This is an optimization exercise on Yosys and OpenROAD, whose aim is small area, not a production implementation. Function was checked by simulation only, so behaviour that the tests miss may differ from the original. Power and IR drop assume default switching activity.

==> flow/design.v (excerpt) <==
module sync_block (
    input         clock,
    input         reset,
    input  [7:0]  strategy_sel,
    input         start,
    input         fg_opto,
    input         phase,
    input         wire_sensor,
    input         detector_ready,
    input  [31:0] fg_open_delay,
    input  [31:0] detector_ready_timeout,
    input  [31:0] phase_shift,
    input  [31:0] detonate_len,
    input  [31:0] trigger_len,
    output        detonator_triggered,
    output        output_trigger,
    output        valid_scenario,
    output [7:0]  scenario_state
);
clock: 6.0 ns
lec_check: 0
cap_margin: 5
core_margin: 2
core_utilization: 50
gpl_timing_driven: 0
place_density: 0.75
slew_margin: 5
standard.sh (not shown) runs the stock make flow with config.mk's settings and CLKGATE_MAP_FILE= SYNTH_SCRIPT=/design/flow/synth_recipe.tcl, a recipe that flattens the netlist after the stock synthesis.
==> flow/flow/run.sh <==
#!/bin/bash
# Standard layout, with these changes:
#  - the port buffers use the smallest buffer cell (buf_1);
#  - synthesis maps logic with an area-oriented ABC script (flow/abc_area.script);
#  - clock tree synthesis uses small sink clusters driven by clkbuf_4 buffers, and no dummy loads.
# Every tool's output goes to a log file in this folder.
set -euo pipefail
HERE=$(pwd)
mkdir -p "$HERE/scripts"
cp -r "$FLOW_HOME/scripts/." "$HERE/scripts/"
cp "$HERE/flow/abc_area.script" "$HERE/scripts/abc_area.script"
export SCRIPTS_DIR="$HERE/scripts"
export ABC_AREA=1
export BUFFER_PORTS_ARGS="-buffer_cell sky130_fd_sc_hd__buf_1"
export CTS_ARGS="-sink_clustering_enable -sink_clustering_size 8 -sink_clustering_max_diameter 50 -buf_list sky130_fd_sc_hd__clkbuf_4 -root_buf sky130_fd_sc_hd__clkbuf_8 -dont_use_dummy_load -repair_clock_nets"
bash standard.sh > standard_flow.log 2>&1
==> flow/flow/abc_area.script <==
strash
&get -n
&st
&dch
&nf -R 50
&put
topo
The first run finished with timing, DRC and antenna clean.
Edit:
--- a/flow/flow/run.sh
+++ b/flow/flow/run.sh
@@ -5 +5 @@
-#  - clock tree synthesis uses small sink clusters driven by clkbuf_4 buffers, and no dummy loads.
+#  - clock tree synthesis uses clkbuf_8 buffers and no dummy loads.
@@ -15 +15 @@
-export CTS_ARGS="-sink_clustering_enable -sink_clustering_size 8 -sink_clustering_max_diameter 50 -buf_list sky130_fd_sc_hd__clkbuf_4 -root_buf sky130_fd_sc_hd__clkbuf_8 -dont_use_dummy_load -repair_clock_nets"
+export CTS_ARGS="-sink_clustering_enable -repair_clock_nets -buf_list sky130_fd_sc_hd__clkbuf_8 -dont_use_dummy_load"
=>
- The changed run completed with no timing, DRC or antenna violations
- worst setup slack is unchanged
- combinational power barely changes
- via count stays the same
- clock power hardly moves
- total power does not change
- non-clock buffer count is unchanged
- hold slack is unchanged


## lane 1
The RTL this note starts from:
==> flow/design.v <==
module sync_block (
    input         clock,
    input         reset,
    input  [7:0]  strategy_sel,
    input         start,
    input         fg_opto,
    input         phase,
    input         wire_sensor,
    input         detector_ready,
    input  [31:0] fg_open_delay,
    input  [31:0] detector_ready_timeout,
    input  [31:0] phase_shift,
    input  [31:0] detonate_len,
    input  [31:0] trigger_len,
    output        detonator_triggered,
    output        output_trigger,
    output        valid_scenario,
    output [7:0]  scenario_state
);
wire s0 = (strategy_sel == 8'd0);
wire s1 = (strategy_sel == 8'd1);
wire s2 = (strategy_sel == 8'd2);
wire s3 = (strategy_sel == 8'd3);
wire s4 = (strategy_sel == 8'd4);
wire valid = s1 | s2 | s3 | s4;
reg [3:0]  st;
reg [31:0] cnt;
reg        det, trig;
reg        start_p, fg_p, wire_p, phase_p;
wire start_e = start & ~start_p;
wire fg_e    = fg_opto & ~fg_p;
wire wire_e  = wire_sensor & ~wire_p;
wire phase_e = phase & ~phase_p;
wire is_fgo  = (st == 4'd2);                                    
wire is_det  = (s1 | s3) & (st == 4'd3);
wire is_tp   = (s1 & st == 4'd5) | (s2 & st == 4'd3) | (s3 & st == 4'd7) | (s4 & st == 4'd5);
wire is_wpd  = (s3 & st == 4'd6) | (s4 & st == 4'd4);
wire is_db   = (s1 & st == 4'd6) | (s3 & st == 4'd8);
wire is_dw   = (s1 & st == 4'd7) | (s3 & st == 4'd9);
wire is_test = s0 & st[0];
reg [31:0] lim;
always @(*) begin
    lim = fg_open_delay;
    if (is_det) lim = detonate_len;
    if (is_tp)  lim = trigger_len;
    if (is_wpd) lim = phase_shift;
    if (is_dw)  lim = detector_ready_timeout;
end
wire lt  = cnt < lim;
wire inc = is_test | ((is_fgo | is_det | is_tp | is_wpd) & lt) | (is_dw & lt & ~detector_ready);
wire hold = is_tp | is_db;
reg [3:0] st_n;
always @(*) begin
    st_n = st;
    if (s0) begin
        if (st == 4'd0 && start) st_n = 4'd1;
    end else if (valid) begin
        case (st)
            4'd0: if (start_e) st_n = 4'd1;
            4'd1: if (fg_e) st_n = 4'd2;
            4'd2: if (!lt) st_n = 4'd3;
            default: ;
        endcase
        if (is_det & !lt) st_n = 4'd4;
        if (is_tp & !lt) st_n = (s1 | s3) ? st + 4'd1 : 4'd0;
        if (is_wpd & !lt) st_n = st + 4'd1;
        if (s3 & st == 4'd4 & wire_e) st_n = 4'd5;
        if (s1 & st == 4'd4 & wire_e) st_n = 4'd5;
        if ((s3 & st == 4'd5 | s4 & st == 4'd3) & phase_e) st_n = st + 4'd1;
        if (is_db & ~detector_ready) st_n = st + 4'd1;
        if (is_dw & ~(lt & ~detector_ready)) st_n = st + 4'd1;
        if ((s1 & st == 4'd8 | s3 & st == 4'd10) & ~start) st_n = 4'd0;
    end
end
always @(posedge clock) begin
    start_p <= start;
    fg_p    <= fg_opto;
    wire_p  <= wire_sensor;
    phase_p <= phase;
    if (reset) begin
        st   <= 4'd0;
        cnt  <= 32'd0;
        det  <= 1'b0;
        trig <= 1'b0;
    end else begin
        st   <= st_n;
        cnt  <= inc ? cnt + 32'd1 : (hold ? cnt : 32'd0);
        det  <= is_det & lt;
        trig <= (is_tp & lt) | (s3 & is_wpd & ~lt);
    end
end
assign detonator_triggered = det;
assign output_trigger      = trig;
assign valid_scenario      = valid;
assign scenario_state      = {cnt[6:3] & {4{s0}}, (cnt[2:0] & {3{s0}}) | st[3:1], st[0]};
endmodule
Settings: LEC_CHECK=0, CAP_MARGIN=20, CORE_MARGIN=2, CORE_UTILIZATION=40, SLEW_MARGIN=20; clock period 6.0 ns.
==> flow/flow/run.sh <==
#!/bin/bash
# Standard layout, with the port buffers made from the smallest buffer cell.
set -euo pipefail
export BUFFER_PORTS_ARGS="-buffer_cell sky130_fd_sc_hd__buf_1"
bash standard.sh > standard_flow.log 2>&1
Input-level comparison between lane 2 and lane 1:
==> flow/run.sh (new file) <==
#!/bin/bash
# synth_recipe.tcl (not shown) runs the flow's synth.tcl, then flattens the netlist and writes it again
# the make line also repeats each setting of config.mk as NAME=value (left out here)
make -C /OpenROAD-flow-scripts/flow DESIGN_CONFIG=/design/flow/config.mk WORK_HOME=/design/flow/orfs CLKGATE_MAP_FILE= SYNTH_SCRIPT=/design/flow/synth_recipe.tcl finish
removed: flow/flow/run.sh
removed: flow/standard.sh
==> notes.md <==
Compared with lane 1, in lane 2 final critical-path share of the clock period has increased, DRC violation total after the first TritonRoute iteration decreased by about 12% relative to the old numbers, switching power share of the total lost 4.2 points.
Lane 2 finished every stage and its layout cleared the timing, design-rule and antenna checks.


sync_block, a different RTL version from the one above (not shown whole).
Size: about 42 flip-flops, about 190 I/O pins.
Settings: LEC_CHECK=0, CAP_MARGIN=5, CORE_MARGIN=2, CORE_UTILIZATION=40, GPL_TIMING_DRIVEN=0, SLEW_MARGIN=5; clock period 6.0 ns.
==> flow/flow/run.sh <==
#!/bin/bash
# Standard layout, with these changes:
#  - the port buffers use the smallest buffer cell (buf_1);
#  - synthesis maps logic with an area-oriented ABC script (flow/abc_area.script);
#  - clock tree synthesis uses clkbuf_8 buffers and no dummy loads.
# Every tool's output goes to a log file in this folder.
set -euo pipefail
HERE=$(pwd)
mkdir -p "$HERE/scripts"
cp -r "$FLOW_HOME/scripts/." "$HERE/scripts/"
cp "$HERE/flow/abc_area.script" "$HERE/scripts/abc_area.script"
export SCRIPTS_DIR="$HERE/scripts"
export ABC_AREA=1
export BUFFER_PORTS_ARGS="-buffer_cell sky130_fd_sc_hd__buf_1"
export CTS_ARGS="-sink_clustering_enable -repair_clock_nets -buf_list sky130_fd_sc_hd__clkbuf_8 -dont_use_dummy_load"
bash standard.sh > standard_flow.log 2>&1
==> flow/flow/abc_area.script <==
strash
dch
map -D 4000
topo
dnsize
The first run finished clean.
Then changed:
==> flow/flow/run.sh (replaced) <==
#!/bin/bash
# Standard layout, with two changes:
#  - the port buffers use the smallest buffer cell (buf_1);
#  - synthesis maps logic with an area-oriented ABC script (flow/abc_area.script).
# Every tool's output goes to a log file in this folder.
set -euo pipefail
HERE=$(pwd)
mkdir -p "$HERE/scripts"
cp -r "$FLOW_HOME/scripts/." "$HERE/scripts/"
cp "$HERE/flow/abc_area.script" "$HERE/scripts/abc_area.script"
export SCRIPTS_DIR="$HERE/scripts"
export ABC_AREA=1
export BUFFER_PORTS_ARGS="-buffer_cell sky130_fd_sc_hd__buf_1"
bash standard.sh > standard_flow.log 2>&1
==> flow/flow/abc_area.script (replaced) <==
strash
dch
map -D 5000
topo
dnsize
The changed run finished with timing, DRC and antenna clean. Total power grows by a few percent. Routed wire length stays flat. Cell area rises slightly. Final cell count grows slightly. Sequential share of layout area went down by 0.13 points. Worst setup slack is better by 0.019 ns. Synthesized cell count is unchanged. Combinational power hardly moves. Maximum frequency grows slightly. Via count barely changes. Clock power rises by about a fifth.

-- re-timing with driven ports --
The results above use ideal ports. As a check the final layouts listed here were re-extracted and re-timed, cells and wires unchanged. Step 1 sets driving cells, clkbuf_16 on the clock port and buf_2 on the other inputs (assumed; they add their load-dependent delay and slew). Step 2 times the ports against the registers' clock, not the clock port: input delays grow and output delays shrink by t, the midpoint of the rising clock arrivals with the driver on. Slacks: no drivers / after step 1 / after step 2; pairs: no drivers / after step 1.
run	t, ns	slack for setup (ns)	latest minus earliest clock arrival (ns)	worst register clock-pin slew, ns
the first run of note 1	0.319	0.455 / 0.455 / 0.455	0.016 / 0.016	0.08 / 0.08
the second run of note 1	0.319	0.455 / 0.455 / 0.455	0.016 / 0.016	0.08 / 0.08
lane 1	0.326	0.407 / 0.423 / 0.098	0.007 / 0.007	0.07 / 0.07
lane 2	0.330	0.119 / 0.124 / -0.205	0.005 / 0.005	0.06 / 0.06
the first run of note 3	0.309	0.556 / 0.556 / 0.512	0.015 / 0.015	0.08 / 0.08
the second run of note 3	0.325	0.575 / 0.575 / 0.509	0.011 / 0.011	0.09 / 0.09
Met with ideal ports but missed after step 2: setup timing in lane 2. For lane 2, which loses most, drivers alone change the setup slack by +0.005 ns; drivers and shift together by -0.324 ns.
